Source: an optimization exercise on an open RTL-to-GDS flow (aim: small area, a short achievable clock period and few clock cycles per item). Production flows keep margins and buffers that such runs may drop.
Power figures rest on the tool's default switching activity, not on a simulated workload.

==> build 3 <==
==> flow/design.v <==
module fp_add (
    input  [63:0] in_A,
    input  [63:0] in_B,
    input         clk,
    input         rst_n,
    input         in_valid,
    output [63:0] result,
    output        out_valid
);
reg v0, v1, v2, v3, v4;
always @(posedge clk or negedge rst_n) begin
    if (!rst_n) begin
        v0 <= 1'b0; v1 <= 1'b0; v2 <= 1'b0; v3 <= 1'b0; v4 <= 1'b0;
    end else begin
        v0 <= in_valid; v1 <= v0; v2 <= v1; v3 <= v2; v4 <= v3;
    end
end
assign out_valid = v4;
reg [63:0] a0, b0;
always @(posedge clk) begin
    a0 <= in_A;
    b0 <= in_B;
end
wire        sA = a0[63], sB = b0[63];
wire [10:0] eA = a0[62:52], eB = b0[62:52];
wire [51:0] mA = a0[51:0],  mB = b0[51:0];
wire        hA = |eA, hB = |eB;
wire [52:0] fA = hA ? {1'b1, mA} : {mA, 1'b0};
wire [52:0] fB = hB ? {1'b1, mB} : {mB, 1'b0};
wire        infA = &eA, infB = &eB;
wire        nanA = infA & (|mA), nanB = infB & (|mB);
wire        nan1_n = nanA | nanB | (infA & infB & (sA ^ sB));
wire        inf1_n = infA | infB;
wire        a_big = a0[62:0] > b0[62:0];
wire [11:0] dAB = {1'b0, eA} - {1'b0, eB};
wire [11:0] dBA = {1'b0, eB} - {1'b0, eA};
wire [10:0] s   = dAB[11] ? dBA[10:0] : dAB[10:0];    
wire [10:0] eBig = a_big ? eA : eB;
wire [52:0] fBig = a_big ? fA : fB;
wire [52:0] fSm  = a_big ? fB : fA;
wire        sgn  = a_big ? sA : sB;
wire        s_big = |s[10:6];
wire [54:0] w0 = {fSm, 2'b00};
wire [54:0] w1 = s[0] ? {1'b0,  w0[54:1]}  : w0;
wire [54:0] w2 = s[1] ? {2'b0,  w1[54:2]}  : w1;
wire [54:0] w3 = s[2] ? {4'b0,  w2[54:4]}  : w2;
wire [54:0] w4 = s[3] ? {8'b0,  w3[54:8]}  : w3;
wire [54:0] w5 = s[4] ? {16'b0, w4[54:16]} : w4;
wire [54:0] w6 = s[5] ? {32'b0, w5[54:32]} : w5;
wire [54:0] ysh = s_big ? 55'd0 : w6;
reg  [52:0] band;
integer k;
always @(*) begin
    for (k = 0; k < 53; k = k + 1)
        band[k] = ({1'b0, s} >= k + 3) && ({1'b0, s} <= k + 53);
end
wire        stk = |(fSm & band);
reg  [52:0] X1;
reg  [54:0] Y1;
reg         st1;
reg  [10:0] E1;
reg         sgn1, sub1, inf1, nan1;
always @(posedge clk) begin
    X1   <= fBig;
    Y1   <= ysh;
    st1  <= stk;
    E1   <= eBig;
    sgn1 <= sgn;
    sub1 <= sA ^ sB;
    inf1 <= inf1_n;
    nan1 <= nan1_n;
end
wire [55:0] opX = {X1, 3'b000};
wire [55:0] opY = {Y1, st1};
wire [56:0] F   = sub1 ? ({1'b0, opX} - {1'b0, opY}) : ({1'b0, opX} + {1'b0, opY});
reg  [56:0] F2;
reg  [10:0] E2;
reg         sgn2, inf2, nan2;
always @(posedge clk) begin
    F2   <= F;
    E2   <= E1;
    sgn2 <= sgn1;
    inf2 <= inf1;
    nan2 <= nan1;
end
wire        hi   = F2[56];
wire [52:0] frac = hi ? F2[56:4] : F2[55:3];
wire        gb   = hi ? F2[3] : F2[2];
wire        rb   = hi ? F2[2] : F2[1];
wire        sb   = hi ? (F2[1] | F2[0]) : F2[0];
wire        rnd  = gb & (rb | frac[0] | sb);
wire [53:0] fr   = {1'b0, frac} + {53'd0, rnd};
wire [11:0] exp0 = {1'b0, E2} + {11'd0, hi} + {11'd0, fr[53]};
wire [52:0] f4   = {fr[53] | fr[52], fr[51:0]};
reg  [52:0] f3;
reg  [11:0] x3;
reg         sgn3, inf3, nan3;
always @(posedge clk) begin
    f3   <= f4;
    x3   <= exp0;
    sgn3 <= sgn2;
    inf3 <= inf2;
    nan3 <= nan2;
end
reg  [53:0] mark;
always @(*) begin
    for (k = 0; k < 54; k = k + 1)
        mark[k] = (x3 == 53 - k);
end
wire [63:0] lz_in = {({1'b0, f3} | mark), 10'h3ff};
wire [31:0] l1v; wire [31:0] l1c;
wire [15:0] l2v; wire [31:0] l2c;
wire [7:0]  l3v; wire [23:0] l3c;
wire [3:0]  l4v; wire [15:0] l4c;
wire [1:0]  l5v; wire [9:0]  l5c;
wire [5:0]  t;
genvar g;
generate
    for (g = 0; g < 32; g = g + 1) begin : L1
        assign l1v[g] = lz_in[2*g+1] | lz_in[2*g];
        assign l1c[g] = ~lz_in[2*g+1];
    end
    for (g = 0; g < 16; g = g + 1) begin : L2
        assign l2v[g] = l1v[2*g+1] | l1v[2*g];
        assign l2c[2*g+1:2*g] = l1v[2*g+1] ? {1'b0, l1c[2*g+1]} : {1'b1, l1c[2*g]};
    end
    for (g = 0; g < 8; g = g + 1) begin : L3
        assign l3v[g] = l2v[2*g+1] | l2v[2*g];
        assign l3c[3*g+2:3*g] = l2v[2*g+1] ? {1'b0, l2c[4*g+3:4*g+2]} : {1'b1, l2c[4*g+1:4*g]};
    end
    for (g = 0; g < 4; g = g + 1) begin : L4
        assign l4v[g] = l3v[2*g+1] | l3v[2*g];
        assign l4c[4*g+3:4*g] = l3v[2*g+1] ? {1'b0, l3c[6*g+5:6*g+3]} : {1'b1, l3c[6*g+2:6*g]};
    end
    for (g = 0; g < 2; g = g + 1) begin : L5
        assign l5v[g] = l4v[2*g+1] | l4v[2*g];
        assign l5c[5*g+4:5*g] = l4v[2*g+1] ? {1'b0, l4c[8*g+7:8*g+4]} : {1'b1, l4c[8*g+3:8*g]};
    end
endgenerate
assign t = l5v[1] ? {1'b0, l5c[9:5]} : {1'b1, l5c[4:0]};
wire [53:0] p0 = {1'b0, f3};
wire [53:0] p1 = t[5] ? {p0[21:0], 32'd0} : p0;
wire [53:0] p2 = t[4] ? {p1[37:0], 16'd0} : p1;
wire [53:0] p3 = t[3] ? {p2[45:0], 8'd0}  : p2;
wire [53:0] p4 = t[2] ? {p3[49:0], 4'd0}  : p3;
wire [53:0] p5 = t[1] ? {p4[51:0], 2'd0}  : p4;
wire [53:0] p6 = t[0] ? {p5[52:0], 1'd0}  : p5;
wire        normal = p6[53];
wire [11:0] exp1   = normal ? (x3 + 12'd1 - {6'd0, t}) : 12'd0;
wire        ovf    = exp1[11] | (&exp1[10:0]);
wire [51:0] fout   = p6[52:1];
wire        zero   = ~normal & ~(|fout);
reg  [63:0] res;
always @(posedge clk) begin
    if (nan3)
        res <= {1'b0, 11'h7ff, 52'd1};
    else if (inf3 | ovf)
        res <= {sgn3, 11'h7ff, 52'd0};
    else
        res <= {sgn3 & ~zero, exp1[10:0], fout};
end
assign result = res;
endmodule
==> flow/run.sh <==
#!/bin/bash
# synth_recipe.tcl (not shown) runs the flow's synth.tcl, then flattens the netlist and writes it again
# the make line also repeats each setting of config.mk as NAME=value (left out here)
make -C /OpenROAD-flow-scripts/flow DESIGN_CONFIG=/design/flow/config.mk WORK_HOME=/design/flow/orfs CLKGATE_MAP_FILE= SYNTH_SCRIPT=/design/flow/synth_recipe.tcl finish
==> flow/config.mk <==
export PLATFORM = sky130hd
export DESIGN_NAME = fp_add
export DESIGN_NICKNAME = fp_add
export VERILOG_FILES = /design/flow/design.v
export SDC_FILE = /design/flow/constraint.sdc
export NUM_CORES = 8
export LEC_CHECK = 0
export CAP_MARGIN = 20
export CORE_MARGIN = 2
export CORE_UTILIZATION = 40
export SLEW_MARGIN = 20
==> flow/constraint.sdc <==
create_clock -name core_clock -period 10.0 [get_ports {clk}]
set_input_delay 2.0000 -clock core_clock [delete_from_list [all_inputs] [get_ports {clk}]]
set_output_delay 2.0000 -clock core_clock [all_outputs]
set_load 0.01 [all_outputs]
==> inputs of trial 16, as changes to build 3 <==
--- a/flow/config.mk
+++ b/flow/config.mk
@@ -5,7 +5,9 @@
 export SDC_FILE = /design/flow/constraint.sdc
 export NUM_CORES = 8
 export LEC_CHECK = 0
+export ABC_CLOCK_PERIOD_IN_PS = 3000
 export CAP_MARGIN = 20
 export CORE_MARGIN = 2
 export CORE_UTILIZATION = 40
+export SETUP_SLACK_MARGIN = 5
 export SLEW_MARGIN = 20
==> summary of the runs <==
Area after synthesis is the same in trial 16 and build 3.
Of trial 16 and build 3, trial 16 has the higher via count (gap 2.5%, measured against build 3).
Die area is the same in trial 16 and build 3.
In build 3 the critical path depth is higher than in trial 16, by 1.
In sequential power, build 3 and trial 16 hardly differ.
Against build 3, the combinational power of trial 16 is higher by about 13%.
In build 3 the cell count is smaller than in trial 16, by about 2%.
Hold slack is about the same in build 3 and trial 16.
Between build 3 and trial 16, the lower routed wire length is in build 3 (gap about 2.8%, measured against trial 16).
==> figures <==
|  | build 3 | trial 16 |
|---|---|---|
| Multi-input combinational area share | 58.6% | 58.1% |
| Flip-flop and latch share of the layout cell area | 24.6% | 23.1% |
| End point of the critical path | res[13] | res[12] |
| Cell-internal power | 4600 uW | 4850 uW |
| Clock group total power | 1950 uW | 1960 uW |
| Half-perimeter wire length after detailed placement | 102 mm | 99.3 mm |
| Placement Setup Slack | 2350 ps | 2520 ps |
| Average routed wire per standard cell | 24.3 um | 24.5 um |
| Grt met1 use | 37.8% | 37.9% |
| Summed area of non-filler cells in the final layout | 0.0375 mm2 | 0.0401 mm2 |
| Switching fraction of total power | 41.7% | 41.7% |
| Result of the run | finished clean | finished clean |
| Multi-input gate area in the final layout | 0.0220 mm2 | 0.0233 mm2 |
| Number of antenna violations at the first check in global routing | 5 | 4 |
| Cell depth of the worst flop-to-flop path | 29 | 28 |
| Gpl congestion | 1.02 | 1.04 |
| Upper clock frequency limit | 130 MHz | 169 MHz |
| Unrepaired setup endpoints after global routing | false | true |
| Cell count after placement | 5215 | 5214 |
| Portion of total power attributed to the clock network | 24.7% | 23.6% |
No run of this note included a check of the RTL's function; only the layout flow was run.

-- separate check: timing with driven ports --
The flow's constraints put no driver on any port. The routed layouts listed below were extracted and timed again, unchanged, in two steps.
Step 1 sets driving cells, clkbuf_16 on the clock port and buf_2 on the other inputs (assumed; they add their load-dependent delay and slew).
Step 2 times the ports against the registers' clock, not the clock port: input delays grow and output delays shrink by t, the midpoint of the rising clock arrivals with the driver on.
a / b / c = no drivers / after step 1 / after step 2; a / b = the first two.
run	t (ns)	setup WS [ns]	hold WS [ns]	pins driven straight from the clock port
build 3	0.687	2.279 / 2.279 / 2.279	0.327 / 0.327 / 0.327	1
trial 16	0.689	4.081 / 4.081 / 4.081	0.326 / 0.326 / 0.326	1
After both steps setup and hold are still met in every run listed.
